Background: an optimization exercise with open tools, aiming at small area. Do not read the settings as production practice.
Where RTL was checked, it was by simulation tests only, not by an equivalence proof against the original.
For run 1, only the layout was checked, not whether the RTL still works.
No driver is modelled on the clock port, so clocking that relies on it looks cheaper here than on a real chip.
Power and IR drop assume default switching activity.

==> flow/design.v <==
`timescale 1ns / 1ps
module ackerchip (
  input  wire        clock,
  input  wire        reset,                    
  input  wire        rs232_Data_out_valid,
  input  wire [7:0]  rs232_Data_out,
  input  wire        rs232_Ready_for_Data_in,
  output wire        rs232_Data_in_valid,
  output wire [7:0]  rs232_Data_in,
  input  wire        adc_Data_out_valid,
  input  wire [13:0] adc_Data_out_ch0,
  input  wire [13:0] adc_Data_out_ch1,
  output wire        oc_rotation_on,
  output wire        oc_power,
  output wire        oc_action,
  output wire        pwm_out
);
reg  [7:0] count;
reg        pwm_q;
reg  [7:0] distance;
reg        power;
reg pwm_gt;
integer gi;
always @(*) begin
  pwm_gt = 1'b0;
  for (gi = 0; gi < 8; gi = gi + 1)
    pwm_gt = count[gi] ? (distance[gi] & pwm_gt) : (distance[gi] | pwm_gt);
end
always @(posedge clock) begin
  if (reset == 1'b0) count <= 8'd0;
  else               count <= count + 8'd1;
  pwm_q <= pwm_gt & power;
end
assign pwm_out = pwm_q;
reg F;
always @(posedge clock)
  if (reset == 1'b0)  F <= 1'b1;
  else if (count[2])  F <= 1'b0;
wire intro = F & (count[2:0] == 3'd0);    
wire first = F & (count[2:0] != 3'd0);    
wire [1:0] s = count[1:0] - 2'd1;          
reg [16:0] T0, T1, T2, T3;
reg [3:0]  K0, K1, K2, K3;
reg        D0, D1, D2, D3;                
reg        set_v;                          
wire [3:0] set_k;
wire [1:0] set_s;
reg  [7:0] delay;
wire       delay_done = (delay == 8'd0);
reg  [1:0] da_st;                          
wire       da_ready = ~da_st[1];
wire [3:0]  ho = T0[16:13];
wire [12:0] hi = T0[12:0];
wire hi_z = (hi == 13'd0);
wire ho_z = (ho == 4'd0);
wire tdone = hi_z & ho_z;
wire sample = ~F & adc_Data_out_valid & da_ready & tdone & delay_done;
reg [12:0] ldef, ldef1;
always @(*) begin
  case (s)
    2'd0: begin ldef = 13'd2353; ldef1 = 13'd4707; end    
    2'd1: begin ldef = 13'd1574; ldef1 = 13'd3149; end    
    2'd2: begin ldef = 13'd7127; ldef1 = 13'd6063; end    
    default: begin ldef = 13'd5175; ldef1 = 13'd2159; end  
  endcase
end
wire hi_fb = (hi[12] ^ hi[3] ^ hi[2] ^ hi[0]) & (hi[11:0] != 12'd0);
wire [12:0] hi_step = {hi[11:0], hi_fb};
wire wrap = hi_z & ~ho_z;
wire [12:0] i_dec = hi_step | (wrap ? 13'd676 : 13'd0);    
wire [3:0]  o_dec = wrap ? ho - 4'd1 : ho;
wire [16:0] t_new = first ? {4'd0, ldef1}
                          : ({o_dec, i_dec} | (sample ? (D0 ? {4'd0, ldef} : {K0, 13'd0}) : 17'd0));
wire [1:0] wslot = set_s - count[1:0];
wire w0 = set_v & (wslot == 2'd0);
wire w1 = set_v & (wslot == 2'd1);
wire w2 = set_v & (wslot == 2'd2);
wire w3 = set_v & (wslot == 2'd3);
always @(posedge clock) begin
  T0 <= T1; T1 <= T2; T2 <= T3; T3 <= t_new;
  K0 <= w0 ? set_k : K1;
  K1 <= w1 ? set_k : K2;
  K2 <= w2 ? set_k : K3;
  K3 <= w3 ? set_k : K0;
  if (reset == 1'b0) begin
    D0 <= 1'b1; D1 <= 1'b1; D2 <= 1'b1; D3 <= 1'b1;
  end else begin
    D0 <= ~w0 & D1;
    D1 <= ~w1 & D2;
    D2 <= ~w2 & D3;
    D3 <= ~w3 & D0;
  end
  delay <= (intro | sample) ? 8'd35 : {delay[6:0], (delay[7] ^ delay[5] ^ delay[4] ^ delay[3]) & (delay[6:0] != 7'd0)};   
end
reg [13:0] sdata;
reg [1:0]  stype;
reg        tx_valid;
reg [7:0]  tx_data;
wire [5:0] t6 = sdata[13:8];
wire t6_z  = (t6 == 6'd0);
wire send0 = (da_st == 2'd3) & rs232_Ready_for_Data_in;
wire send1 = (da_st == 2'd2) & rs232_Ready_for_Data_in & t6_z;
always @(posedge clock) begin
  if (sample) begin
    sdata <= s[0] ? adc_Data_out_ch1 : adc_Data_out_ch0;
    stype <= s;
  end else if (send0)
    sdata[13:8] <= 6'd10;
  else if (da_st == 2'd2)
    sdata[13:8] <= {t6[4:0], (t6[5] ^ t6[4]) & (t6[4:0] != 5'd0)};
  if (reset == 1'b0) begin
    da_st    <= 2'd0;
    tx_valid <= 1'b0;
    tx_data  <= 8'd0;
  end else begin
    case (da_st)
      2'd0: da_st <= sample ? 2'd1 : 2'd0;
      2'd1: da_st <= 2'd3;
      2'd3: da_st <= rs232_Ready_for_Data_in ? 2'd2 : 2'd3;
      default: da_st <= send1 ? 2'd0 : 2'd2;
    endcase
    tx_valid <= send0 | send1;
    if (send0)      tx_data <= {stype, sdata[13:8]};
    else if (send1) tx_data <= sdata[7:0];
  end
end
assign rs232_Data_in_valid = tx_valid;
assign rs232_Data_in       = tx_data;
reg        last_valid;
reg        rot;
reg  [1:0] q;
reg  [4:0] pump_time;
reg  [12:0] X;
reg  [7:0] last_pos;
reg        action;
wire rx   = rs232_Data_out_valid & ~last_valid;
assign set_k = X[8:5];
assign set_s = X[10:9];
wire [7:0] d = rs232_Data_out;
wire b0   = (q == 2'd0);
wire b1   = (q == 2'd1);
wire b2   = (q == 2'd3);
wire pump = (q == 2'd2) & ~rot;
wire pt_z = (pump_time == 5'd0);
wire px_z = (X[10:0] == 11'd0);
wire at_target = (last_pos == X[12:5]);
wire rt_e = (X[4:0] == 5'b00001);
wire px_fb = (X[10] ^ X[8]) & (X[9:0] != 10'd0);
wire [10:0] px_step = {X[9:0], px_fb} | (px_z ? 11'd13 : 11'd0);
always @(posedge clock) begin
  if (~q[1])
    X <= {d, 5'b00010};
  else if (q[0])
    X[4:0] <= 5'b00010;
  else if (rot) begin
    if (at_target) X[10:0] <= 11'd13;
    else           X[4:0]  <= {X[3:0], X[4] ^ X[2]};
  end else
    X[10:0] <= px_step;
  if (b0)
    pump_time <= d[4:0];
  else if (pump & px_z)                     
    pump_time <= pump_time - 5'd1;
  if (q[0]) distance <= d;                  
  if (reset == 1'b0) begin
    last_valid <= 1'b0;
    rot        <= 1'b0;
    q          <= 2'd0;
    last_pos   <= 8'd0;
    action     <= 1'b0;
    power      <= 1'b0;
    set_v      <= 1'b0;
  end else begin
    last_valid <= rs232_Data_out_valid;
    set_v      <= b0 & rx & (d[7:6] == 2'b01);
    power      <= pump & ~pt_z;
    if (b0)
      action <= rx & (d[7:5] == 3'b001);
    else if (pump & pt_z)
      action <= 1'b0;
    if (rot & rt_e & ~at_target) last_pos <= last_pos + 8'd1;
    case (q)
      2'd0: if (rx & (d[7:6] == 2'b00)) q <= 2'd1;
      2'd1: if (rx) q <= 2'd3;
      2'd3: if (rx) begin q <= 2'd2; rot <= 1'b1; end
      default:
        if (rot) begin
          if (at_target) rot <= 1'b0;
        end else if (pt_z) q <= 2'd0;
    endcase
  end
end
assign oc_rotation_on = rot;
assign oc_power       = power;
assign oc_action      = action;
endmodule
==> flow/flow/run.sh <==
#!/bin/bash
# Own layout flow: the standard flow (standard synthesis unchanged), with
#  - the port buffers made from buf_1 cells,
#  - clock tree synthesis without dummy loads, and each clock buffer then
#    sized down to the smallest size that keeps its sinks' clock slew within
#    CTS_SINK_SLEW_MAX (flow/post_cts.tcl).
# make's output goes to flow_make.log in this folder; each tool's full output
# is in the ORFS logs under orfs/logs.
set -euo pipefail
HERE=$(pwd)
export BUFFER_PORTS_ARGS="-buffer_cell sky130_fd_sc_hd__buf_1"
export CTS_ARGS="-sink_clustering_enable -repair_clock_nets -dont_use_dummy_load -buf_list sky130_fd_sc_hd__clkbuf_8"
export POST_CTS_TCL="$HERE/flow/post_cts.tcl"
export CTS_SINK_SLEW_MAX=0.125
bash standard.sh > "$HERE/flow_make.log" 2>&1
==> flow/flow/post_cts.tcl <==
# After clock tree synthesis: give each clock buffer the smallest size whose
# sinks still see a clock edge of at most CTS_SINK_SLEW_MAX (ns, with
# placement parasitics), then legalize the placement again.
set sizes {sky130_fd_sc_hd__clkbuf_2 sky130_fd_sc_hd__clkbuf_4 sky130_fd_sc_hd__clkbuf_8 sky130_fd_sc_hd__clkbuf_16}
proc worst_sink_slew { inst } {
  set out [get_pins -of_objects $inst -filter "direction==output"]
  set worst 0
  foreach p [get_pins -of_objects [get_nets -of_objects $out] -filter "direction==input"] {
    set s [get_property $p slew_max]
    if { $s > $worst } { set worst $s }
  }
  return $worst
}
set limit $::env(CTS_SINK_SLEW_MAX)
estimate_parasitics -placement
set bufs {}
foreach inst [get_cells *] {
  if { [string match "sky130_fd_sc_hd__clkbuf_*" [get_property $inst ref_name]] } { lappend bufs $inst }
}
foreach inst $bufs {
  set orig [get_property $inst ref_name]
  set chosen ""
  foreach size $sizes {
    replace_cell $inst $size
    estimate_parasitics -placement
    set w [worst_sink_slew $inst]
    foreach p [get_pins -of_objects [get_nets -of_objects [get_pins -of_objects $inst -filter "direction==output"]] -filter "direction==input"] {
      set c [get_cells -of_objects $p]
      if { [string match "sky130_fd_sc_hd__clkbuf_*" [get_property $c ref_name]] } {
        set w2 [worst_sink_slew $c]
        if { $w2 > $w } { set w $w2 }
      }
    }
    if { $w <= $limit } { set chosen $size; break }
  }
  if { $chosen eq "" } { set chosen $orig; replace_cell $inst $orig }
  puts "clock buffer [get_property $inst full_name]: $orig -> $chosen"
}
estimate_parasitics -placement
detailed_placement
check_placement -verbose
estimate_parasitics -placement
==> flow/standard.sh <==
#!/bin/bash
# synth_recipe.tcl (not shown) runs the flow's synth.tcl, then flattens the netlist and writes it again
# the make line also repeats each setting of config.mk as NAME=value (left out here)
make -C /OpenROAD-flow-scripts/flow DESIGN_CONFIG=/design/flow/config.mk WORK_HOME=/design/flow/orfs CLKGATE_MAP_FILE= SYNTH_SCRIPT=/design/flow/synth_recipe.tcl "${@:-finish}"
==> flow/config.mk <==
export PLATFORM = sky130hd
export DESIGN_NAME = ackerchip
export DESIGN_NICKNAME = ackerchip
export VERILOG_FILES = /design/flow/design.v
export SDC_FILE = /design/flow/constraint.sdc
export NUM_CORES = 4
export LEC_CHECK = 0
export CAP_MARGIN = 20
export CORE_MARGIN = 2
export CORE_UTILIZATION = 60
export CTS_BUF_LIST = sky130_fd_sc_hd__clkbuf_8
export PLACE_DENSITY = 0.7
export SLEW_MARGIN = 20
==> flow/constraint.sdc <==
create_clock -name core_clock -period 10.0 [get_ports {clock}]
set_input_delay 2.0000 -clock core_clock [delete_from_list [all_inputs] [get_ports {clock}]]
set_output_delay 2.0000 -clock core_clock [all_outputs]
set_load 0.01 [all_outputs]
==> run summary, run 1 <==
Worst Path Arrival: 3920 ps
Pleak: 0.002640 uW
initial antenna violation count: 0
status: finished clean
CP Max Fanout: 26
Max Clock Freq: 0.2788 GHz
fin crit share: 0.3587
CP startpoint: reset
post-synthesis sequential area ratio: 0.6053
Cell Rows: 37
core area: 10320 sq um
maxcap violations: 0
Die X: 107.0 um
WL final: 11.91 mm
final setup fails: 0
reg2reg path depth: 6
first-pass GRT wire length: 19.84 mm
Main synth FF type: dfxtp_1
setup TNS: 0 ps
Antenna Cells: 0
clk sinks: 174
synth top area cells: dfxtp_1, edfxtp_1, mux2_2
post-placement cell count: 733
reg2reg start: T0[14]
DRT antenna net count: 0
crit end category: register
Ports: 54
Power Dens Cells: 188.5 nW/um^2
Int Pwr: 985.3 uW
fin crit period: 3587 ps
CTS tree: built
Fillers: 827
number of global-route vias before repair: 4019
Starting DRT DRC Count: 275
worst slew pin tran: 897.4 ps
Slew Viols, Final: 0
fraction of layout cells with a size suffix above 1: 0.09121
Initial Utilization: 0.6167
RSZ-0062 raised after global routing: no
EDFF count, synth: 37
Clock Pin Slew Worst Setup and Hold Paths: 110 ps
gr usage total: 0.2268
area grow syn2layout: 7.390%
Critical Path RT: 10330 ps
Gate power share: 0.101
Post-layout nets: 668
wire per inst: 15.88 um
Net Sw Frac: 0.2353
CP peak stage delay: 940 ps
Fin. Hold Viols: 0
Via density: 5.633
commonest cells in the netlist: dfxtp_1, nor2_1, edfxtp_1, nand2_1, mux2_2
Cell Chain, Critical Path: buf_1, clkinv_1, a211oi_1
critical path type: input port to register
Sequential Area: 3854 sq um
input/output buffers: 53
count leader, synth: dfxtp_1
Critical Path Start Type: input port
pin count of the biggest net entering global routing: 35
post-DP HPWL: 8.305 mm
non-filler cells, final: 750
CP max-delay cell: clkinv_1
die height: 107.0 um
reg2reg end: sdata[11]
distinct cell type count after synthesis: 60
clock power share: 0.229
VDD IR max: 0.1324 mV
Overflow after GRT: 0
worst reg2reg setup slack: 7250 ps
Synth top area share: 0.4308
Seq pwr share: 0.670
Multi-input gate area: 2346 sq um
drc violations: 0
worst skew pair latency: 440 ps
vias post-DR: 4225
Yosys warning total: 1
synthesis-stage register bit count: 174
syn_area_per_cell: 11.39 sq um
Mapped Cells: 559
dominant cell type by area after synthesis: dfxtp_1
relative slew slack: 0.3980
drt pass-1 iters: 8
NetSw: 303.2 uW
worst setup path endpoint: tx_data[7]
HP Class: register to register
Routability Congestion: 0.7852
Die ar.: 11450 sq um
Async S/R FF share, synth: 0
Post-Syn Area: 6366 sq um
clk_skew: 32.45 ps
routing by layer:
layer | vias to the layer above | wire (um) | track usage
met2 | 139 | 5354 | 0.3376
li1 | 2082 | - | -
met1 | 1989 | 5609 | 0.3147
met3 | 15 | 721 | 0.06687
met5 | - | 0 | 0
met4 | 0 | 225 | 0.08442
layout make-up:
type / instances / share of cell area
Inverter: 25 / 0.01373
Sequential cell: 174 / 0.5637
Timing Repair Buffer: 55 / 0.03130
Tap cell: 136 / 0.02489
Multi-Input combinational cell: 343 / 0.3432
Clock buffer: 17 / 0.02324
flip-flops by register name, indices dropped and copies added, names as in the netlist, 13 cells and up:
register  count
T1           17
X            13
T3           17
sdata        14
T2           17
T0           17
how the worst min path moves through the flow:
stage                     cells past startpoint  slack, ps  start    end
final                                         0        300  T1[3]  T0[3]
after detailed placement                      0        310  T3[0]  T2[0]
after global placement                        0        310  T3[0]  T2[0]
after global routing                          0        300  T1[3]  T0[3]
after floorplan                               0        310  T1[0]  T0[0]
through the flow:
stage	util	power, uW	cell area [sq um]	worst slack [ps]	hold slack (ps)
after global routing	0.6622	1355	6837	6219	296.5
after detailed placement	0.6466	1009	6675	5925	312.1
after global placement	0.6466	1002	6675	6060	309.9
final	0.6622	1289	6837	6413	297.2
after floorplan	-	963.3	6366	6520	309.6
cells by family after synthesis:
kind of cell             after synthesis  share of synthesized area
AO/OA/AOI/OAI                         98                     0.1022
XOR/XNOR                              31                    0.04265
adder cells (fa/ha/maj)               11                    0.02162
buffers and inverters                 42                    0.02653
flip-flops                           174                     0.6053
multiplexers                          39                    0.06663
AND/OR/NAND/NOR                      164                     0.1350
critical path, delay by kind of cell:
kind,cells,cell delay [ps]
compound gates,1,440
buf+inv,2,1470
layout by cell type, fill, tap and decap left out, types with 2 or more instances in the layout:
cell / instances
o21bai_1: 2
nor3b_1: 6
nor2_1: 43
xnor2_1: 14
o211ai_1: 3
buf_4: 2
o211a_1: 2
o221a_2: 2
a31oi_1: 9
clkinv_1: 2
clkbuf_8: 5
dfxtp_1: 137
a211o_1: 2
or3_1: 2
nor2b_1: 5
nand3b_1: 4
and3_1: 6
nor3_1: 9
inv_1: 23
buf_1: 53
nand3_1: 14
mux2_2: 27
a22o_1: 6
clkbuf_4: 12
mux2i_1: 12
a211oi_1: 7
nor4_2: 2
a21oi_1: 25
ha_1: 11
xor2_1: 17
nor4_1: 10
nand2_1: 36
and2_1: 7
o31ai_1: 2
nand4_1: 3
nand2b_1: 9
edfxtp_1: 37
a21o_1: 3
o21ai_0: 21
power by group through the flow:
stage / sequential (uW) / clock, uW / combinational [uW]
6_report: 863 / 296 / 130
5_1_grt: 874 / 336 / 144
3_5_place_dp: 881 / 0 / 129
3_3_place_gp: 877 / 0 / 124
2_1_floorplan: 863 / 0 / 101
==> inputs of run 2 (changes only) <==
--- a/flow/design.v
+++ b/flow/design.v
@@ -69,8 +69,12 @@
 wire wrap = hi_z & ~ho_z;
 wire [12:0] i_dec = hi_step | (wrap ? 13'd676 : 13'd0);    
 wire [3:0]  o_dec = wrap ? ho - 4'd1 : ho;
-wire [16:0] t_new = first ? {4'd0, ldef1}
-                          : ({o_dec, i_dec} | (sample ? (D0 ? {4'd0, ldef} : {K0, 13'd0}) : 17'd0));
+reg [16:0] t_new;
+always @(*) begin
+  if (first)       t_new = {4'd0, ldef1};
+  else if (sample) t_new = D0 ? {4'd0, ldef} : {K0, 13'd0};
+  else             t_new = {o_dec, i_dec};
+end
 wire [1:0] wslot = set_s - count[1:0];
 wire w0 = set_v & (wslot == 2'd0);
 wire w1 = set_v & (wslot == 2'd1);
==> run 2 against run 1 <==
Net effect: count of clock-buffer cells in the layout unchanged; highest routed layer unchanged; combinational power decreased by 3%; design area increased by 0.24%; synthesized area increased by 0.59%; synthesized cell count decreased by 0.54%; hold slack improved by 6.4 ps; final cell count decreased by 0.67%; fmax decreased by 0.17%.
==> run summary, run 2 <==
CP max-delay cell: or4b_1 (was clkinv_1)
synthesis-stage register bit count: 174 (unchanged)
die height: 107.3 um (was 107.0 um)
Pleak: 0.002720 uW (was 0.002640 uW)
VDD IR max: 0.1468 mV (was 0.1324 mV)
input/output buffers: 53 (unchanged)
vias post-DR: 4157 (was 4225)
Yosys warning total: 1 (unchanged)
WL final: 11.53 mm (was 11.91 mm)
core area: 10320 sq um (unchanged)
EDFF count, synth: 37 (unchanged)
fraction of layout cells with a size suffix above 1: 0.08703 (was 0.09121)
initial antenna violation count: 0 (unchanged)
most frequent cells in the layout: dfxtp_1, buf_1, edfxtp_1 (was dfxtp_1, buf_1, nor2_1)
Initial Utilization: 0.6203 (was 0.6167)
number of global-route vias before repair: 3999 (was 4019)
syn_area_per_cell: 11.52 sq um (was 11.39 sq um)
final setup fails: 0 (unchanged)
HP Class: register to register (unchanged)
Starting DRT DRC Count: 172 (was 275)
pin count of the biggest net entering global routing: 42 (was 35)
status: finished clean (unchanged)
setup TNS: 0 ps (unchanged)
crit end category: register (unchanged)
Routability Congestion: 0.8348 (was 0.7852)
Die X: 107.3 um (was 107.0 um)
worst skew pair latency: 440 ps (about the same)
pre-CTS WS: 5954 ps (was 5925 ps)
area grow syn2layout: 7.014% (was 7.390%)
DRT antenna net count: 0 (unchanged)
Cell Rows: 37 (unchanged)
RSZ-0062 raised after global routing: no (unchanged)
Synth top area share: 0.4283 (was 0.4308)
Ports: 54 (unchanged)
clk_skew: 39.76 ps (was 32.45 ps)
fin crit period: 3593 ps (was 3587 ps)
PnR worst setup slack: 6407 ps (was 6413 ps)
relative slew slack: 0.4149 (was 0.3980)
distinct cell type count after synthesis: 54 (was 60)
dominant cell type by area after synthesis: dfxtp_1 (unchanged)
CP peak stage delay: 480 ps (was 940 ps)
Worst Path Arrival: 3930 ps (was 3920 ps)
maxcap violations: 0 (unchanged)
Via density: 5.580 (was 5.633)
Power Dens Cells: 186.5 nW/um^2 (was 188.5 nW/um^2)
gr usage total: 0.2197 (was 0.2268)
Die ar.: 11520 sq um (was 11450 sq um)
commonest non-fill, non-tap cell in the layout: dfxtp_1 (unchanged)
clk sinks: 174 (unchanged)
Async S/R FF share, synth: 0 (unchanged)
power consumption: 1278 uW (was 1289 uW)
CP Max Fanout: 20 (was 26)
synth top area cells: dfxtp_1, edfxtp_1, mux2_2 (unchanged)
fin crit share: 0.3593 (was 0.3587)
CTS tree: built (unchanged)
Clock Pin Slew Worst Setup and Hold Paths: 110 ps (about the same)
Main synth FF type: dfxtp_1 (unchanged)
Critical Path Start Type: input port (unchanged)
post-synthesis sequential area ratio: 0.6018 (was 0.6053)
Fillers: 837 (was 827)
Antenna Cells: 0 (unchanged)
Slew Viols, Final: 0 (unchanged)
Mapped Cells: 556 (was 559)
Cell Chain, Critical Path: buf_1, or4b_1, nor4_4, nand2_2, inv_2, a31oi_1, and2_1 (was buf_1, clkinv_1, a211oi_1)
critical path type: input port to register (unchanged)
commonest cells in the netlist: dfxtp_1, edfxtp_1, nand2_1 (was dfxtp_1, nor2_1, edfxtp_1, nand2_1, mux2_2)
Fin. Hold Viols: 0 (unchanged)
worst slew pin tran: 877.7 ps (was 897.4 ps)
Max Clock Freq: 0.2783 GHz (was 0.2788 GHz)
Post-Syn Area: 6404 sq um (was 6366 sq um)
Overflow after GRT: 0 (unchanged)
first-pass GRT wire length: 19.51 mm (was 19.84 mm)
post-DP HPWL: 8.248 mm (was 8.305 mm)
Critical Path RT: 10340 ps (was 10330 ps)
drc violations: 0 (unchanged)
wire per inst: 15.47 um (was 15.88 um)
finished layout cell area: 6853 sq um (was 6837 sq um)
Area after DPL: 6695 sq um (was 6675 sq um)
Post-layout nets: 663 (was 668)
count leader, synth: dfxtp_1 (unchanged)
drt pass-1 iters: 4 (was 8)
## run 2: changes by cell type after synthesis, moves of 5 or more
| cell | before | now |
|---|---|---|
| a211oi_1 | 7 | 2 |
| o211a_1 | 2 | 8 |
| nor2_1 | 44 | 24 |
| nand2_1 | 36 | 31 |
| and2_1 | 7 | 18 |
| a21oi_1 | 25 | 20 |
| xnor2_1 | 14 | 24 |
| a21boi_0 | 1 | 7 |
| xor2_1 | 17 | 6 |
| nor2b_1 | 5 | 10 |
## run 2: logic make-up after synthesis
logic type,synth area share
flops,0.6018
simple gates,0.1335
compound gates,0.1149
buf+inv,0.02794
mux,0.05940
xor+xnor,0.04103
fa+ha+maj,0.02149
## run 2: worst max-delay path, delay by kind of cell
| kind | cells | cell delay, ps |
|---|---|---|
| simple gates | 4 | 1270 |
| buf+inv | 2 | 460 |
| compound gates | 1 | 200 |
## run 2: worst paths after layout
check / start / to / slack (ps) / depth (start not counted)
hold / removal: T3[11] / T2[11] / 300 / 0
hold reg to reg: T3[11] / T2[11] / 300 / 0
setup / recovery: adc_Data_out_valid / delay[2] / 6410 / 7
setup reg to reg: T0[13] / delay[2] / 7320 / 8
## run 2: layer usage
metal,vias to the layer above,wire length (um),global-route usage,part of all wire
met1,1981,5373,0.2868,0.47
met4,0,206,0.08627,0.018
met2,90,5497,0.3567,0.48
li1,2066,-,-,-
met3,20,448,0.04903,0.039
met5,-,0,0,0
## run 2: final cells by class
cell class                      count  area [sq um]  area share
Sequential cell                   174          3854      0.5624
Multi-Input combinational cell    339          2371      0.3460
Timing Repair Buffer               56         221.5     0.03232
Tap cell                          136         170.2     0.02483
Clock buffer                       17         150.1     0.02191
Inverter                           23         86.33     0.01260
## run 2: power by group
group,internal [uW],switching [uW]
clock network,94.3,195
registers,817,46.0
logic,65.6,60.5
## run 2: through the flow
step	hold WS, ps	utilization	cells
floorplan	309.6	-	556
global placement	310.0	0.6485	727
detailed placement	312.1	0.6485	727
global route	308.9	0.6638	745
finish	303.6	0.6638	745
==> inputs of run 3 (changes only) <==
--- a/flow/design.v
+++ b/flow/design.v
@@ -58,23 +58,19 @@
 reg [12:0] ldef, ldef1;
 always @(*) begin
   case (s)
-    2'd0: begin ldef = 13'd2353; ldef1 = 13'd4707; end    
-    2'd1: begin ldef = 13'd1574; ldef1 = 13'd3149; end    
-    2'd2: begin ldef = 13'd7127; ldef1 = 13'd6063; end    
-    default: begin ldef = 13'd5175; ldef1 = 13'd2159; end  
+    2'd0: begin ldef = 13'd5360; ldef1 = 13'd2528; end    
+    2'd1: begin ldef = 13'd5493; ldef1 = 13'd2795; end    
+    2'd2: begin ldef = 13'd2402; ldef1 = 13'd4805; end    
+    default: begin ldef = 13'd1378; ldef1 = 13'd2757; end  
   endcase
 end
-wire hi_fb = (hi[12] ^ hi[3] ^ hi[2] ^ hi[0]) & (hi[11:0] != 12'd0);
+wire hi_fb = (hi[12] ^ hi[11] ^ hi[10] ^ hi[9] ^ hi[8] ^ hi[1]) & (hi[11:0] != 12'd0);
 wire [12:0] hi_step = {hi[11:0], hi_fb};
 wire wrap = hi_z & ~ho_z;
-wire [12:0] i_dec = hi_step | (wrap ? 13'd676 : 13'd0);    
+wire [12:0] i_dec = hi_step | (wrap ? 13'd7905 : 13'd0);    
 wire [3:0]  o_dec = wrap ? ho - 4'd1 : ho;
-reg [16:0] t_new;
-always @(*) begin
-  if (first)       t_new = {4'd0, ldef1};
-  else if (sample) t_new = D0 ? {4'd0, ldef} : {K0, 13'd0};
-  else             t_new = {o_dec, i_dec};
-end
+wire [16:0] t_new = first ? {4'd0, ldef1}
+                          : ({o_dec, i_dec} | (sample ? (D0 ? {4'd0, ldef} : {K0, 13'd0}) : 17'd0));
 wire [1:0] wslot = set_s - count[1:0];
 wire w0 = set_v & (wslot == 2'd0);
 wire w1 = set_v & (wslot == 2'd1);
--- a/flow/config.mk
+++ b/flow/config.mk
@@ -5,9 +5,9 @@
 export SDC_FILE = /design/flow/constraint.sdc
 export NUM_CORES = 4
 export LEC_CHECK = 0
-export CAP_MARGIN = 20
+export CAP_MARGIN = 0
 export CORE_MARGIN = 2
 export CORE_UTILIZATION = 60
 export CTS_BUF_LIST = sky130_fd_sc_hd__clkbuf_8
 export PLACE_DENSITY = 0.7
-export SLEW_MARGIN = 20
+export SLEW_MARGIN = 0
==> run 3 against run 2 <==
Net effect: worst setup slack better by 530 ps; synthesized area down 1.1%; count of clock-buffer cells in the layout unchanged; register-to-register slack better by 60 ps; synthesized cell count down 0.18%; final cell count is 0.40% higher; utilization decreased by 0.054 points; sequential cell count is the same; fmax up 17%.
==> run summary, run 3 <==
Async S/R FF share, synth: 0 (unchanged)
setup TNS: 0 ps (unchanged)
Slew Viols, Final: 0 (unchanged)
input/output buffers: 53 (unchanged)
Max Clock Freq: 0.3260 GHz (was 0.2783 GHz)
Antenna Cells: 0 (unchanged)
Main synth FF type: dfxtp_1 (unchanged)
RSZ-0062 raised after global routing: no (unchanged)
distinct cell type count after synthesis: 50 (was 54)
relative slew slack: 0.3501 (was 0.4149)
Die X: 106.8 um (was 107.3 um)
crit end category: output pin (was register)
VDD IR max: 0.1041 mV (was 0.1468 mV)
Cell Rows: 37 (unchanged)
post-DP HPWL: 8.121 mm (was 8.248 mm)
area grow syn2layout: 7.583% (was 7.014%)
Clock Pin Slew Worst Setup and Hold Paths: 120 ps (was 110 ps)
CTS tree: built (unchanged)
initial antenna violation count: 0 (unchanged)
Mapped Cells: 555 (was 556)
WL final: 11.41 mm (was 11.53 mm)
CP max-delay cell: dfxtp_1 (was or4b_1)
final setup fails: 0 (unchanged)
reg2reg path depth: 6 (was 8)
WP depth: 1 (was 7)
Post-Syn Area: 6336 sq um (was 6404 sq um)
CP peak stage delay: 460 ps (was 480 ps)
post-synthesis sequential area ratio: 0.6082 (was 0.6018)
commonest cells in the netlist: dfxtp_1, nand2_1, edfxtp_1, a21oi_1, inv_1 (was dfxtp_1, edfxtp_1, nand2_1)
Routability Congestion: 0.8746 (was 0.8348)
count leader, synth: dfxtp_1 (unchanged)
Cell Chain, Critical Path: buf_1 (was buf_1, or4b_1, nor4_4, nand2_2, inv_2, a31oi_1, and2_1)
hold_sp: T3[6] (was T3[11])
CP startpoint: rot (was adc_Data_out_valid)
Worst Path Arrival: 1070 ps (was 3930 ps)
Ports: 54 (unchanged)
pin count of the biggest net entering global routing: 40 (was 42)
Buf+Inv Stages, Crit Path: 1 (was 2)
number of global-route vias before repair: 3936 (was 3999)
drt pass-1 iters: 5 (was 4)
gr usage total: 0.2160 (was 0.2197)
reg2reg start: X[5] (was T0[13])
delay-heaviest family, CP: flip-flops (was simple AND/OR/NAND/NOR gates)
maxcap violations: 0 (unchanged)
Synth top area share: 0.4329 (was 0.4283)
Via density: 5.453 (was 5.580)
Post-layout nets: 665 (was 663)
core area: 10280 sq um (was 10320 sq um)
synth top area cells: dfxtp_1, edfxtp_1, mux2_2 (unchanged)
Yosys warning total: 1 (unchanged)
finished layout cell area: 6817 sq um (was 6853 sq um)
vias post-DR: 4079 (was 4157)
CP Max Fanout: 8 (was 20)
Critical Path Start Type: register (was input port)
fin crit period: 3067 ps (was 3593 ps)
fraction of layout cells with a size suffix above 1: 0.08660 (was 0.08703)
clk sinks: 174 (unchanged)
DRT antenna net count: 0 (unchanged)
syn_area_per_cell: 11.42 sq um (was 11.52 sq um)
worst skew pair latency: 430 ps (was 440 ps)
Fin. Hold Viols: 0 (unchanged)
most frequent cells in the layout: dfxtp_1, buf_1, nand2_1 (was dfxtp_1, buf_1, edfxtp_1)
first-pass GRT wire length: 18.80 mm (was 19.51 mm)
fin crit share: 0.3067 (was 0.3593)
wire per inst: 15.25 um (was 15.47 um)
EDFF count, synth: 37 (unchanged)
Starting DRT DRC Count: 205 (was 172)
Initial Utilization: 0.6165 (was 0.6203)
Area after DPL: 6670 sq um (was 6695 sq um)
critical path type: register to output pin (was input port to register)
drc violations: 0 (unchanged)
Die ar.: 11400 sq um (was 11520 sq um)
clk_skew: 36.81 ps (was 39.76 ps)
Power Dens Cells: 187.5 nW/um^2 (was 186.5 nW/um^2)
Critical Path RT: 8000 ps (was 10340 ps)
commonest non-fill, non-tap cell in the layout: dfxtp_1 (unchanged)
die height: 106.8 um (was 107.3 um)
Overflow after GRT: 0 (unchanged)
Pleak: 0.002712 uW (was 0.002720 uW)
number of stages on the worst hold path: 0 (unchanged)
HP Class: register to register (unchanged)
synthesis-stage register bit count: 174 (unchanged)
dominant cell type by area after synthesis: dfxtp_1 (unchanged)
worst slew pin tran: 971.3 ps (was 877.7 ps)
status: finished clean (unchanged)
==> run 3: cell types whose count changed in the layout (fill, tap and decap cells not counted), sizes merged, moves of 4 or more <==
cell / previous run / this run
a31oi: 7 / 3
xor2: 6 / 16
o22ai: 4 / 0
a21oi: 20 / 28
a21boi: 7 / 2
o21ai: 24 / 18
and2: 18 / 22
o211ai: 7 / 2
nand2: 32 / 39
==> run 3: metrics by stage <==
stage                     utilization  worst slack [ps]  cells  hold WS [ps]  power, uW
after floorplan                     -              6565    555         309.6      963.7
after global placement         0.6490              6627    731         310.3       1001
after detailed placement       0.6490              6561    731         312.1       1008
after global routing           0.6633              6842    748         286.7       1339
final                          0.6633              6933    748         294.0       1278
==> run 3: final cells by class <==
type                       instances  area, sq um
tap                              136        170.2
clock buffer                      17        146.4
sequential                       174         3854
timing repair buffer              57        229.0
multi-input combinational        338         2320
fill                             845         3461
inverter                          26        97.59
==> run 3: final timing paths <==
check / endpoint / slack (ps)
worst max-delay path: oc_rotation_on / 6930
worst min-delay path: T2[6] / 290
worst min register to register: T2[6] / 290
worst max register to register: X[10] / 7380
==> run 3: power by group <==
group | internal (uW) | switching [uW]
Sequential | 817 | 44.4
Clock | 92.1 | 193
Combinational | 68.1 | 64.3
Total | 977 | 301
==> run 3: metal layers <==
metal	vias to the layer above	global-route usage	wire length [um]
met3	15	0.06018	577
met1	1915	0.2682	5193
met2	109	0.3562	5477
met4	0	0.08905	160
met5	-	0	0
li1	2040	-	-
==> run 3: kinds of logic after synthesis <==
family,count (synthesis),share of synthesized area
muxes,38,0.06477
adders and majority gates,11,0.02133
DFF,174,0.6082
xor gates and xnor gates,37,0.05115
buffers and inverters,43,0.02567
AOI/OAI and AO/OA,81,0.08412
and+or+nand+nor,171,0.1447
==> inputs of run 4 (changes only) <==
--- a/flow/config.mk
+++ b/flow/config.mk
@@ -5,9 +5,9 @@
 export SDC_FILE = /design/flow/constraint.sdc
 export NUM_CORES = 4
 export LEC_CHECK = 0
-export CAP_MARGIN = 0
+export CAP_MARGIN = 20
 export CORE_MARGIN = 2
 export CORE_UTILIZATION = 60
 export CTS_BUF_LIST = sky130_fd_sc_hd__clkbuf_8
 export PLACE_DENSITY = 0.7
-export SLEW_MARGIN = 0
+export SLEW_MARGIN = 20
==> run 4 against run 3 <==
Net effect: synthesized cell count unchanged; count of clock-buffer cells in the layout is the same; global-route usage did not move; critical path type unchanged; fmax is the same; hold slack unchanged; still clean on timing, DRC and antenna; combinational power hardly changed; non-clock buffer count unchanged; clock power hardly changed; synthesized area unchanged; design area stayed put; clock skew is the same; critical endpoint unchanged; register-to-register slack barely moved.
==> run summary, run 4 <==
Initial Utilization: 0.6165 (unchanged)
Overflow after GRT: 0 (unchanged)
Die X: 106.8 um (unchanged)
wire per inst: 15.25 um (unchanged)
Ports: 54 (unchanged)
pin count of the biggest net entering global routing: 40 (unchanged)
most frequent cells in the layout: dfxtp_1, buf_1, nand2_1 (unchanged)
Critical Path RT: 8000 ps (about the same)
Starting DRT DRC Count: 205 (unchanged)
Synth top area share: 0.4329 (unchanged)
worst skew pair latency: 430 ps (about the same)
initial antenna violation count: 0 (unchanged)
vias post-DR: 4079 (unchanged)
Worst Path Arrival: 1070 ps (about the same)
CP max-delay cell: dfxtp_1 (unchanged)
PnR worst setup slack: 6933 ps (unchanged)
post-DP HPWL: 8.121 mm (unchanged)
Pleak: 0.002712 uW (unchanged)
setup TNS: 0 ps (unchanged)
Cell Rows: 37 (unchanged)
Area after DPL: 6670 sq um (unchanged)
critical path type: register to output pin (unchanged)
Yosys warning total: 1 (unchanged)
fin crit period: 3067 ps (unchanged)
Post-Syn Area: 6336 sq um (unchanged)
commonest non-fill, non-tap cell in the layout: dfxtp_1 (unchanged)
relative slew slack: 0.3501 (unchanged)
RSZ-0062 raised after global routing: no (unchanged)
CP Max Fanout: 8 (unchanged)
crit end category: output pin (unchanged)
first-pass GRT wire length: 18.80 mm (unchanged)
Mapped Cells: 555 (unchanged)
core area: 10280 sq um (unchanged)
Max Clock Freq: 0.3260 GHz (unchanged)
commonest cells in the netlist: dfxtp_1, nand2_1, edfxtp_1, a21oi_1, inv_1 (unchanged)
Routability Congestion: 0.8746 (unchanged)
Slew Viols, Final: 0 (unchanged)
dominant cell type by area after synthesis: dfxtp_1 (unchanged)
synthesis-stage register bit count: 174 (unchanged)
Main synth FF type: dfxtp_1 (unchanged)
post-placement cell count: 731 (unchanged)
fraction of layout cells with a size suffix above 1: 0.08660 (unchanged)
drt pass-1 iters: 5 (unchanged)
status: finished clean (unchanged)
count leader, synth: dfxtp_1 (unchanged)
Antenna Cells: 0 (unchanged)
number of global-route vias before repair: 3936 (unchanged)
Via density: 5.453 (unchanged)
die height: 106.8 um (unchanged)
gr usage total: 0.2160 (unchanged)
Critical Path Start Type: register (unchanged)
fin crit share: 0.3067 (unchanged)
HP Class: register to register (unchanged)
Post-Route Utilization: 0.6633 (unchanged)
pre-CTS WS: 6561 ps (unchanged)
worst slew pin tran: 971.3 ps (unchanged)
CP peak stage delay: 460 ps (about the same)
Async S/R FF share, synth: 0 (unchanged)
Power Dens Cells: 187.5 nW/um^2 (unchanged)
Buf+Inv Stages, Crit Path: 1 (unchanged)
Clock Pin Slew Worst Setup and Hold Paths: 120 ps (about the same)
synth top area cells: dfxtp_1, edfxtp_1, mux2_2 (unchanged)
CTS tree: built (unchanged)
area grow syn2layout: 7.583% (unchanged)
delay-heaviest family, CP: flip-flops (unchanged)
clk sinks: 174 (unchanged)
WL final: 11.41 mm (unchanged)
DRT antenna net count: 0 (unchanged)
EDFF count, synth: 37 (unchanged)
final setup fails: 0 (unchanged)
input/output buffers: 53 (unchanged)
Cell Chain, Critical Path: buf_1 (unchanged)
Post-layout nets: 665 (unchanged)
non-filler cells, final: 748 (unchanged)
distinct cell type count after synthesis: 50 (unchanged)
Fin. Hold Viols: 0 (unchanged)
clk_skew: 36.81 ps (unchanged)
syn_area_per_cell: 11.42 sq um (unchanged)
finished layout cell area: 6817 sq um (unchanged)
VDD IR max: 0.1041 mV (unchanged)
drc violations: 0 (unchanged)
maxcap violations: 0 (unchanged)
Die ar.: 11400 sq um (unchanged)
post-synthesis sequential area ratio: 0.6082 (unchanged)
==> run 4: final timing paths <==
kind	startpoint	endpoint	slack, ps	cells after the start
max	rot	oc_rotation_on	6930	1
min	T3[6]	T2[6]	290	0
max reg2reg	X[5]	X[10]	7380	6
min reg2reg	T3[6]	T2[6]	290	0
==> run 4: cells by family (layout without fill, tap and decap cells) <==
kind of cell,count (synthesis),in the layout,share of synthesized area
AO/OA/AOI/OAI,81,81,0.08412
XOR/XNOR,37,37,0.05115
adder cells (fa/ha/maj),11,11,0.02133
buffers and inverters,43,100,0.02567
flip-flops,174,174,0.6082
multiplexers,38,38,0.06477
AND/OR/NAND/NOR,171,171,0.1447
==> run 4: power breakdown <==
group | switching, uW | leakage [uW] | internal (uW)
clock | 193 | 0.0000860 | 92.1
combinational | 64.3 | 0.00114 | 68.1
sequential | 44.4 | 0.00148 | 817
total | 301 | 0.00271 | 977
==> run 4: through the flow <==
| stage | hold slack (ps) | total power (uW) |
|---|---|---|
| floorplan | 309.6 | 963.7 |
| global placement | 310.3 | 1001 |
| detailed placement | 312.1 | 1008 |
| global route | 286.7 | 1339 |
| finish | 294.0 | 1278 |
==> run 4: area by class of cell <==
cell class,instances,area (sq um)
clock buffer,17,146.4
fill,845,3461
inverter,26,97.59
multi-input combinational,338,2320
sequential,174,3854
tap,136,170.2
timing repair buffer,57,229.0
==> run 4: metal layers <==
layer  part of all wire  track usage  up-vias
li1                   -            -     2040
met1               0.46       0.2682     1915
met2               0.48       0.3562      109
met3              0.051      0.06018       15
met4              0.014      0.08905        0
met5                  0            0        -
==> inputs of run 5 (changes only) <==
--- a/flow/flow/run.sh
+++ b/flow/flow/run.sh
@@ -11,5 +11,5 @@
 export BUFFER_PORTS_ARGS="-buffer_cell sky130_fd_sc_hd__buf_1"
 export CTS_ARGS="-sink_clustering_enable -repair_clock_nets -dont_use_dummy_load -buf_list sky130_fd_sc_hd__clkbuf_8"
 export POST_CTS_TCL="$HERE/flow/post_cts.tcl"
-export CTS_SINK_SLEW_MAX=0.125
+export CTS_SINK_SLEW_MAX=0.12
 bash standard.sh > "$HERE/flow_make.log" 2>&1
==> flow/flow/post_cts.tcl (replaced) <==
# After clock tree synthesis: give each clock buffer the smallest size that
# keeps every flip-flop clock pin it drives (directly or through further
# clock buffers) at a slew of at most CTS_SINK_SLEW_MAX (ns, placement
# parasitics). Leaf buffers are sized first, then the buffers above them,
# then the leaves again; the placement is legalized at the end.
set clkbuf_sizes {sky130_fd_sc_hd__clkbuf_1 sky130_fd_sc_hd__clkbuf_2 sky130_fd_sc_hd__clkbuf_4
  sky130_fd_sc_hd__clkbuf_8 sky130_fd_sc_hd__clkbuf_16}
proc is_clkbuf { inst } {
  return [string match "sky130_fd_sc_hd__clkbuf_*" [get_property $inst ref_name]]
}
proc load_pins { inst } {
  set out [get_pins -of_objects $inst -filter "direction==output"]
  return [get_pins -of_objects [get_nets -of_objects $out] -filter "direction==input"]
}
# worst slew over the register clock pins below inst
proc worst_sink_slew { inst } {
  set worst 0
  foreach p [load_pins $inst] {
    set c [get_cells -of_objects $p]
    if { [is_clkbuf $c] } {
      set s [worst_sink_slew $c]
    } else {
      set s [get_property $p slew_max]
    }
    if { $s > $worst } { set worst $s }
  }
  return $worst
}
proc drives_clkbuf { inst } {
  foreach p [load_pins $inst] {
    if { [is_clkbuf [get_cells -of_objects $p]] } { return 1 }
  }
  return 0
}
proc size_buffer { inst limit } {
  global clkbuf_sizes
  set orig [get_property $inst ref_name]
  foreach size $clkbuf_sizes {
    replace_cell $inst $size
    estimate_parasitics -placement
    if { [worst_sink_slew $inst] <= $limit } {
      if { $size ne $orig } { puts "clock buffer [get_property $inst full_name]: $orig -> $size" }
      return
    }
  }
  replace_cell $inst $orig
  estimate_parasitics -placement
}
set limit $::env(CTS_SINK_SLEW_MAX)
estimate_parasitics -placement
set leaves {}
set upper {}
foreach inst [get_cells *] {
  if { [is_clkbuf $inst] } {
    if { [drives_clkbuf $inst] } { lappend upper $inst } else { lappend leaves $inst }
  }
}
foreach inst $leaves { size_buffer $inst $limit }
foreach inst $upper { size_buffer $inst $limit }
foreach inst $leaves { size_buffer $inst $limit }
detailed_placement
check_placement -verbose
estimate_parasitics -placement
--- a/flow/config.mk
+++ b/flow/config.mk
@@ -7,7 +7,7 @@
 export LEC_CHECK = 0
 export CAP_MARGIN = 20
 export CORE_MARGIN = 2
-export CORE_UTILIZATION = 60
+export CORE_UTILIZATION = 75
 export CTS_BUF_LIST = sky130_fd_sc_hd__clkbuf_8
-export PLACE_DENSITY = 0.7
+export PLACE_DENSITY = 0.85
 export SLEW_MARGIN = 20
==> run 5 against run 4 <==
Net effect: synthesized cell count unchanged; the flow now stops in clock tree synthesis; synthesized area unchanged.
==> run summary, run 5 <==
status: stopped before the end (was finished clean)
Failed at: clock tree synthesis
error msg: Error: cts.tcl, 90 can't read "clkbuf_sizes": no such variable
Routability Congestion: 0.8916 (was 0.8746)
Synth top area share: 0.4329 (unchanged)
input/output buffers: 53 (unchanged)
Cell Rows: 33 (was 37)
Async S/R FF share, synth: 0 (unchanged)
count leader, synth: dfxtp_1 (unchanged)
Die X: 95.92 um (was 106.8 um)
Ports: 54 (unchanged)
Mapped Cells: 555 (unchanged)
post-synthesis sequential area ratio: 0.6082 (unchanged)
die height: 95.92 um (was 106.8 um)
EDFF count, synth: 37 (unchanged)
dominant cell type by area after synthesis: dfxtp_1 (unchanged)
syn_area_per_cell: 11.42 sq um (unchanged)
distinct cell type count after synthesis: 50 (unchanged)
Post-Syn Area: 6336 sq um (unchanged)
commonest cells in the netlist: dfxtp_1, nand2_1, edfxtp_1, a21oi_1, inv_1 (unchanged)
pre-CTS WS: 6206 ps (was 6561 ps)
Yosys warning total: 1 (unchanged)
synth top area cells: dfxtp_1, edfxtp_1, mux2_2 (unchanged)
post-DP HPWL: 8.292 mm (was 8.121 mm)
clk sinks: 174 (unchanged)
Initial Utilization: 0.7711 (was 0.6165)
synthesis-stage register bit count: 174 (unchanged)
Main synth FF type: dfxtp_1 (unchanged)
## run 5: how the worst min path moves through the flow
stage               startpoint  endpoint  slack, ps  cells past startpoint
floorplan                T1[0]     T0[0]        310                      0
global placement         T2[6]     T1[6]        310                      0
detailed placement      T1[15]    T0[15]        310                      0
## run 5: power groups by stage
stage	Clock (uW)	Combinational [uW]	Sequential, uW
3_5_place_dp	0	130	881
3_3_place_gp	0	123	876
2_1_floorplan	0	103	860
## run 5: cells by family after synthesis
| kind of cell | share of synthesized area |
|---|---|
| flops | 0.6082 |
| simple gates | 0.1447 |
| compound gates | 0.08412 |
| buf+inv | 0.02567 |
| mux | 0.06477 |
| xor+xnor | 0.05115 |
| fa+ha+maj | 0.02133 |
## run 5: through the flow
| step | cells | instance area, sq um |
|---|---|---|
| after global placement | 698 | 6616 |
| after floorplan | 555 | 6336 |
| after detailed placement | 698 | 6616 |
==> inputs of run 6 (changes only) <==
--- a/flow/config.mk
+++ b/flow/config.mk
@@ -7,7 +7,7 @@
 export LEC_CHECK = 0
 export CAP_MARGIN = 20
 export CORE_MARGIN = 2
-export CORE_UTILIZATION = 75
+export CORE_UTILIZATION = 60
 export CTS_BUF_LIST = sky130_fd_sc_hd__clkbuf_8
-export PLACE_DENSITY = 0.85
+export PLACE_DENSITY = 0.7
 export SLEW_MARGIN = 20
==> run 6 against run 5 <==
Net effect: synthesized cell count is the same; synthesized area unchanged; the run again fails in clock tree synthesis.
==> run summary, run 6 <==
Yosys warning total: 1 (unchanged)
Failed at: clock tree synthesis (unchanged)
EDFF count, synth: 37 (unchanged)
commonest cells in the netlist: dfxtp_1, nand2_1, edfxtp_1, a21oi_1, inv_1 (unchanged)
synthesis-stage register bit count: 174 (unchanged)
input/output buffers: 53 (unchanged)
Cell Rows: 37 (was 33)
Post-Syn Area: 6336 sq um (unchanged)
Synth top area share: 0.4329 (unchanged)
Area after DPL: 6670 sq um (was 6616 sq um)
synth top area cells: dfxtp_1, edfxtp_1, mux2_2 (unchanged)
error msg: Error: cts.tcl, 90 can't read "clkbuf_sizes": no such variable (unchanged)
syn_area_per_cell: 11.42 sq um (unchanged)
dominant cell type by area after synthesis: dfxtp_1 (unchanged)
Async S/R FF share, synth: 0 (unchanged)
distinct cell type count after synthesis: 50 (unchanged)
Ports: 54 (unchanged)
die height: 106.8 um (was 95.92 um)
count leader, synth: dfxtp_1 (unchanged)
status: stopped before the end (unchanged)
Mapped Cells: 555 (unchanged)
post-synthesis sequential area ratio: 0.6082 (unchanged)
Routability Congestion: 0.8746 (was 0.8916)
Die X: 106.8 um (was 95.92 um)
Main synth FF type: dfxtp_1 (unchanged)
post-DP HPWL: 8.121 mm (was 8.292 mm)
clk sinks: 174 (unchanged)
Initial Utilization: 0.6165 (was 0.7711)
[run 6: power groups by stage]
stage	combinational (uW)	clock, uW	sequential [uW]
3_5_place_dp	131	0	877
3_3_place_gp	126	0	875
2_1_floorplan	103	0	860
[run 6: cell families after synthesis]
group	synth area share
xor+xnor	0.05115
buf+inv	0.02567
compound gates	0.08412
simple gates	0.1447
flops	0.6082
fa+ha+maj	0.02133
mux	0.06477
[run 6: through the flow]
| stage | std cells | util | setup slack (ps) | power [uW] |
|---|---|---|---|---|
| after detailed placement | 731 | 0.6490 | 6561 | 1008 |
| after global placement | 731 | 0.6490 | 6627 | 1001 |
| after floorplan | 555 | - | 6565 | 963.7 |
[run 6: worst min-delay path by stage]
stage             to  cells past startpoint   from  slack (ps)
2_1_floorplan  T0[0]                      0  T1[0]         310
3_3_place_gp   T1[0]                      0  T2[0]         310
3_5_place_dp   T0[0]                      0  T1[0]         310
==> inputs of run 7 (changes only) <==
--- a/flow/flow/post_cts.tcl
+++ b/flow/flow/post_cts.tcl
@@ -3,7 +3,7 @@
 # clock buffers) at a slew of at most CTS_SINK_SLEW_MAX (ns, placement
 # parasitics). Leaf buffers are sized first, then the buffers above them,
 # then the leaves again; the placement is legalized at the end.
-set clkbuf_sizes {sky130_fd_sc_hd__clkbuf_1 sky130_fd_sc_hd__clkbuf_2 sky130_fd_sc_hd__clkbuf_4
+set ::clkbuf_sizes {sky130_fd_sc_hd__clkbuf_1 sky130_fd_sc_hd__clkbuf_2 sky130_fd_sc_hd__clkbuf_4
   sky130_fd_sc_hd__clkbuf_8 sky130_fd_sc_hd__clkbuf_16}
 proc is_clkbuf { inst } {
   return [string match "sky130_fd_sc_hd__clkbuf_*" [get_property $inst ref_name]]
@@ -33,9 +33,9 @@
   return 0
 }
 proc size_buffer { inst limit } {
-  global clkbuf_sizes
+
   set orig [get_property $inst ref_name]
-  foreach size $clkbuf_sizes {
+  foreach size $::clkbuf_sizes {
     replace_cell $inst $size
     estimate_parasitics -placement
     if { [worst_sink_slew $inst] <= $limit } {
--- a/flow/config.mk
+++ b/flow/config.mk
@@ -7,7 +7,7 @@
 export LEC_CHECK = 0
 export CAP_MARGIN = 20
 export CORE_MARGIN = 2
-export CORE_UTILIZATION = 60
+export CORE_UTILIZATION = 75
 export CTS_BUF_LIST = sky130_fd_sc_hd__clkbuf_8
-export PLACE_DENSITY = 0.7
+export PLACE_DENSITY = 0.85
 export SLEW_MARGIN = 20
==> run 7 against run 6 <==
Net effect: now clean on timing, DRC and antenna; synthesized cell count unchanged; synthesized area unchanged.
==> run summary, run 7 <==
status: finished clean (was stopped before the end)
fin crit share: 0.3211
Worst Path Arrival: 1210 ps
gr usage total: 0.2838
Antenna Cells: 0
Cell Rows: 33 (was 37)
CTS tree: built
power consumption: 1285 uW
post-DP HPWL: 8.292 mm (was 8.121 mm)
Max Clock Freq: 0.3115 GHz
Critical Path RT: 8000 ps
syn_area_per_cell: 11.42 sq um (unchanged)
Fin. Hold Viols: 0
Starting DRT DRC Count: 276
finished layout cell area: 6769 sq um
delay-heaviest family, CP: flip-flops
die height: 95.92 um (was 106.8 um)
initial antenna violation count: 0
DRT antenna net count: 0
worst slew pin tran: 979.3 ps
VDD IR max: 0.1845 mV
Die X: 95.92 um (was 106.8 um)
input/output buffers: 53 (unchanged)
Initial Utilization: 0.7711 (was 0.6165)
post-synthesis sequential area ratio: 0.6082 (unchanged)
vias post-DR: 4272
synthesis-stage register bit count: 174 (unchanged)
core area: 8217 sq um
worst skew pair latency: 550 ps
Die ar.: 9200 sq um
fin crit period: 3211 ps
drt pass-1 iters: 7
maxcap violations: 0
Async S/R FF share, synth: 0 (unchanged)
critical path type: register to output pin
CP max-delay cell: dfxtp_1
relative slew slack: 0.3447
Synth top area share: 0.4329 (unchanged)
Routability Congestion: 0.8916 (was 0.8746)
Main synth FF type: dfxtp_1 (unchanged)
Pleak: 0.002703 uW
commonest non-fill, non-tap cell in the layout: dfxtp_1
fraction of layout cells with a size suffix above 1: 0.08525
Post-layout nets: 663
Critical Path Start Type: register
dominant cell type by area after synthesis: dfxtp_1 (unchanged)
final setup fails: 0
Slew Viols, Final: 0
drc violations: 0
CP peak stage delay: 490 ps
Ports: 54 (unchanged)
most frequent cells in the layout: dfxtp_1, buf_1, nand2_1
Mapped Cells: 555 (unchanged)
EDFF count, synth: 37 (unchanged)
Power Dens Cells: 189.8 nW/um^2
Area after DPL: 6616 sq um (was 6670 sq um)
clk sinks: 174 (unchanged)
distinct cell type count after synthesis: 50 (unchanged)
pin count of the biggest net entering global routing: 40
number of global-route vias before repair: 4195
HP Class: register to register
Clock Pin Slew Worst Setup and Hold Paths: 120 ps
count leader, synth: dfxtp_1 (unchanged)
WL final: 12.03 mm
wire per inst: 16.83 um
area grow syn2layout: 6.833%
commonest cells in the netlist: dfxtp_1, nand2_1, edfxtp_1, a21oi_1, inv_1 (unchanged)
Overflow after GRT: 0
first-pass GRT wire length: 19.53 mm
Cell Chain, Critical Path: buf_1
CP Max Fanout: 8
Via density: 5.975
crit end category: output pin
Post-Syn Area: 6336 sq um (unchanged)
clk_skew: 51.60 ps
RSZ-0062 raised after global routing: no
Yosys warning total: 1 (unchanged)
setup TNS: 0 ps
synth top area cells: dfxtp_1, edfxtp_1, mux2_2 (unchanged)
Buf+Inv Stages, Crit Path: 1
[run 7: cell counts after synthesis]
Identical to the previous run, type by type.
[run 7: worst reg2reg max path: cells and delay by family (launching register included)]
| kind | cells | cell delay [ps] |
|---|---|---|
| simple gates | 1 | 640 |
| mux | 1 | 430 |
| xor+xnor | 2 | 340 |
| fa+ha+maj | 1 | 320 |
| flops | 1 | 980 |
[run 7: cell families after synthesis]
| family | count (synthesis) | synth area share |
|---|---|---|
| buffers and inverters | 43 | 0.02567 |
| and+or+nand+nor | 171 | 0.1447 |
| muxes | 38 | 0.06477 |
| DFF | 174 | 0.6082 |
| xor gates and xnor gates | 37 | 0.05115 |
| AOI/OAI and AO/OA | 81 | 0.08412 |
| adders and majority gates | 11 | 0.02133 |
[run 7: path summary, 6_finish.rpt]
kind                 start             end  slack, ps  depth (start not counted)
setup / recovery       rot  oc_rotation_on       6790                          1
hold / removal      T3[11]          T2[11]        290                          0
setup reg to reg  count[0]           K3[2]       7200                          5
hold reg to reg     T3[11]          T2[11]        290                          0
[run 7: power breakdown]
group	switching [uW]	internal [uW]	total, uW
clock	194	90.8	285
combinational	63.7	67.9	132
sequential	50.9	817	868
total	309	976	1280
[run 7: layout make-up]
class,count,area [sq um]
fillers,495,1448
flip-flops and latches,174,3854
repair buffers,55,214.0
multi-input cells,338,2325
well taps,105,131.4
clock buffers,17,147.6
inverters,26,97.59
[run 7: routing by layer]
metal / share of wire / GRT usage / routed length (um)
met1: 0.43 / 0.3467 / 5204
met5: 0 / 0 / 0
met2: 0.50 / 0.4738 / 5956
met3: 0.048 / 0.06891 / 575
met4: 0.025 / 0.1357 / 295
[run 7: through the flow]
step / worst slack (ps) / hold WS [ps] / cells / utilization
2_1_floorplan: 6565 / 309.6 / 555 / -
3_3_place_gp: 6252 / 310.0 / 698 / 0.8052
3_5_place_dp: 6206 / 312.1 / 698 / 0.8052
5_1_grt: 6703 / 297.2 / 715 / 0.8238
6_report: 6789 / 289.7 / 715 / 0.8238
==> inputs of run 8 (changes only) <==
--- a/flow/flow/run.sh
+++ b/flow/flow/run.sh
@@ -11,5 +11,6 @@
 export BUFFER_PORTS_ARGS="-buffer_cell sky130_fd_sc_hd__buf_1"
 export CTS_ARGS="-sink_clustering_enable -repair_clock_nets -dont_use_dummy_load -buf_list sky130_fd_sc_hd__clkbuf_8"
 export POST_CTS_TCL="$HERE/flow/post_cts.tcl"
-export CTS_SINK_SLEW_MAX=0.12
+export CTS_SINK_SLEW_MAX=0.115
+export REMOVE_ABC_BUFFERS=1
 bash standard.sh > "$HERE/flow_make.log" 2>&1
--- a/flow/config.mk
+++ b/flow/config.mk
@@ -7,7 +7,8 @@
 export LEC_CHECK = 0
 export CAP_MARGIN = 20
 export CORE_MARGIN = 2
-export CORE_UTILIZATION = 75
+export CORE_UTILIZATION = 60
 export CTS_BUF_LIST = sky130_fd_sc_hd__clkbuf_8
-export PLACE_DENSITY = 0.85
+export GPL_TIMING_DRIVEN = 0
+export PLACE_DENSITY = 0.7
 export SLEW_MARGIN = 20
==> run 8 against run 7 <==
Net effect: still clean on timing, DRC and antenna; wire length fell by 9.8%; total power shrank 0.84%; clock power hardly changed; final cell count up 4.2%; critical path depth unchanged; sequential cell count unchanged; clock skew fell by 19 ps; synthesized cell count stayed put; combinational power down 4%; hold slack gained 15 ps; largest cell class unchanged.
==> run summary, run 8 <==
CP peak stage delay: 500 ps (was 490 ps)
syn_area_per_cell: 11.42 sq um (unchanged)
number of stages on the worst hold path: 0 (unchanged)
finished layout cell area: 6813 sq um (was 6769 sq um)
clk sinks: 174 (unchanged)
distinct cell type count after synthesis: 50 (unchanged)
CP max-delay cell: dfxtp_1 (unchanged)
Max Clock Freq: 0.3113 GHz (was 0.3115 GHz)
Starting DRT DRC Count: 212 (was 276)
drt pass-1 iters: 4 (was 7)
first-pass GRT wire length: 17.91 mm (was 19.53 mm)
delay-heaviest family, CP: flip-flops (unchanged)
Die X: 106.8 um (was 95.92 um)
DRT antenna net count: 0 (unchanged)
drc violations: 0 (unchanged)
core area: 10280 sq um (was 8217 sq um)
status: finished clean (unchanged)
Initial Utilization: 0.6165 (was 0.7711)
HP Class: register to register (unchanged)
gr usage total: 0.2056 (was 0.2838)
post-placement cell count: 728 (was 698)
maxcap violations: 0 (unchanged)
Cell Chain, Critical Path: buf_1 (unchanged)
Critical Path Start Type: register (unchanged)
Main synth FF type: dfxtp_1 (unchanged)
synthesis-stage register bit count: 174 (unchanged)
Clock Pin Slew Worst Setup and Hold Paths: 100 ps (was 120 ps)
Slew Viols, Final: 0 (unchanged)
hold_sp: T1[15] (was T3[11])
number of global-route vias before repair: 3776 (was 4195)
Post-Route Utilization: 0.6629 (was 0.8238)
Async S/R FF share, synth: 0 (unchanged)
Post-layout nets: 662 (was 663)
Die ar.: 11400 sq um (was 9200 sq um)
VDD IR max: 0.1236 mV (was 0.1845 mV)
clk_skew: 32.16 ps (was 51.60 ps)
Sequential Area: 3854 sq um (unchanged)
setup TNS: 0 ps (unchanged)
Multi-input gate area: 2331 sq um (was 2325 sq um)
crit end category: output pin (unchanged)
RSZ-0062 raised after global routing: no (unchanged)
commonest non-fill, non-tap cell in the layout: dfxtp_1 (unchanged)
Mapped Cells: 555 (unchanged)
dominant cell type by area after synthesis: dfxtp_1 (unchanged)
final setup fails: 0 (unchanged)
WL final: 10.85 mm (was 12.03 mm)
Area after DPL: 6658 sq um (was 6616 sq um)
Antenna Cells: 0 (unchanged)
Buf+Inv Stages, Crit Path: 1 (unchanged)
Fin. Hold Viols: 0 (unchanged)
most frequent cells in the layout: dfxtp_1, buf_1, nand2_1 (unchanged)
WHS Endpoint: T0[15] (was T2[11])
Routability Congestion: 0.7833 (was 0.8916)
reg2reg end: T3[0] (was K3[2])
critical path type: register to output pin (unchanged)
Pleak: 0.002703 uW (about the same)
wire per inst: 14.56 um (was 16.83 um)
worst reg2reg setup slack: 7250 ps (was 7200 ps)
post-synthesis sequential area ratio: 0.6082 (unchanged)
synth top area cells: dfxtp_1, edfxtp_1, mux2_2 (unchanged)
worst slew pin tran: 1023 ps (was 979.3 ps)
Fillers: 812 (was 495)
reg2reg start: count[0] (unchanged)
Overflow after GRT: 0 (unchanged)
non-filler cells, final: 745 (was 715)
die height: 106.8 um (was 95.92 um)
input/output buffers: 53 (unchanged)
post-DP HPWL: 7.820 mm (was 8.292 mm)
reg2reg path depth: 6 (was 5)
Post-Syn Area: 6336 sq um (unchanged)
initial antenna violation count: 0 (unchanged)
fin crit share: 0.3212 (was 0.3211)
Ports: 54 (unchanged)
Power Dens Cells: 187.0 nW/um^2 (was 189.8 nW/um^2)
Synth top area share: 0.4329 (unchanged)
fraction of layout cells with a size suffix above 1: 0.08867 (was 0.08525)
Cell Rows: 37 (was 33)
EDFF count, synth: 37 (unchanged)
relative slew slack: 0.3173 (was 0.3447)
CP Max Fanout: 8 (unchanged)
commonest cells in the netlist: dfxtp_1, nand2_1, edfxtp_1, a21oi_1, inv_1 (unchanged)
Yosys warning total: 1 (unchanged)
fin crit period: 3212 ps (was 3211 ps)
Via density: 5.388 (was 5.975)
Worst Path Arrival: 1210 ps (about the same)
area grow syn2layout: 7.524% (was 6.833%)
pin count of the biggest net entering global routing: 40 (unchanged)
count leader, synth: dfxtp_1 (unchanged)
CTS tree: built (unchanged)
worst skew pair latency: 540 ps (was 550 ps)
vias post-DR: 4014 (was 4272)
Critical Path RT: 8000 ps (about the same)
==> run 8: cell count changes in the layout (fill, tap and decap cells not counted), sizes merged <==
| cell | before | now |
|---|---|---|
| buf | 55 | 54 |
==> run 8: area by class of cell <==
type	instances	share of cell area
inverters	26	0.01433
flip-flops and latches	174	0.5657
multi-input cells	338	0.3421
clock buffers	17	0.02241
well taps	136	0.02498
repair buffers	54	0.03049
==> run 8: worst max-delay path by stage <==
| stage | startpoint | endpoint | slack, ps | depth (start not counted) |
|---|---|---|---|---|
| after floorplan | adc_Data_out_valid | sdata[0] | 6560 | 3 |
| after global placement | adc_Data_out_valid | sdata[3] | 5950 | 4 |
| after detailed placement | rs232_Ready_for_Data_in | tx_data[4] | 6440 | 5 |
| after global routing | rot | oc_rotation_on | 6680 | 1 |
| final | rot | oc_rotation_on | 6790 | 1 |
==> run 8: power breakdown <==
part	total (uW)	switching [uW]	internal [uW]
clock	284	189	94.6
combinational	127	59.8	66.9
sequential	864	46.7	817
total	1270	295	978
==> run 8: layer usage <==
layer	routed length [um]	global-route usage	vias to the layer above
li1	-	-	2034
met1	5129	0.2678	1868
met2	5061	0.3207	94
met3	461	0.06383	18
met4	196	0.08349	0
met5	0	0	-
==> run 8: stage by stage <==
step | hold WS [ps] | worst slack (ps) | power, uW
after floorplan | 309.6 | 6565 | 960.7
after global placement | 309.9 | 5952 | 997.4
after detailed placement | 312.1 | 6443 | 1007
after global routing | 303.7 | 6684 | 1345
final | 304.4 | 6788 | 1274
==> run 8: kinds of logic after synthesis <==
logic type / after synthesis / share of synthesized area
XOR/XNOR: 37 / 0.05115
AND/OR/NAND/NOR: 171 / 0.1447
AO/OA/AOI/OAI: 81 / 0.08412
buffers and inverters: 43 / 0.02567
multiplexers: 38 / 0.06477
adder cells (fa/ha/maj): 11 / 0.02133
flip-flops: 174 / 0.6082

## re-timing with driven ports
The flow's constraints put no driver on any port. The routed layouts listed below were extracted and timed again, unchanged, in two steps. Step 1: set_driving_cell puts a clkbuf_16 on clock and a buf_2 on each other input, an assumption about the parent block. Step 2 moves the port delays by t, midway between the first and last clock arrival at a register: inputs arrive t later, outputs are due t later. That takes back most of the time a late clock gives input paths. a / b / c = ideal ports / drivers / drivers and shift; a / b = the first two.
run	t (ns)	setup WS [ns]	hold slack, ns	worst setup path at the end	worst data-port slew with drivers (ns)
run 1	0.455	6.413 / 6.421 / 5.966	0.297 / 0.297 / 0.297	input to register	0.03
run 2	0.454	6.407 / 6.416 / 5.962	0.304 / 0.304 / 0.304	input to register	0.03
run 3	0.450	6.933 / 6.899 / 6.525	0.294 / 0.294 / 0.294	input to register	0.03
run 4	0.450	6.933 / 6.899 / 6.525	0.294 / 0.294 / 0.294	input to register	0.03
run 7	0.554	6.789 / 6.757 / 6.460	0.290 / 0.290 / 0.290	input to register	0.04
run 8	0.553	6.788 / 6.757 / 6.475	0.304 / 0.304 / 0.304	input to register	0.05
After both steps every run listed still meets setup and hold. The setup slack of run 1, which loses most, moves by +0.008 ns with the drivers and by -0.447 ns with both steps.
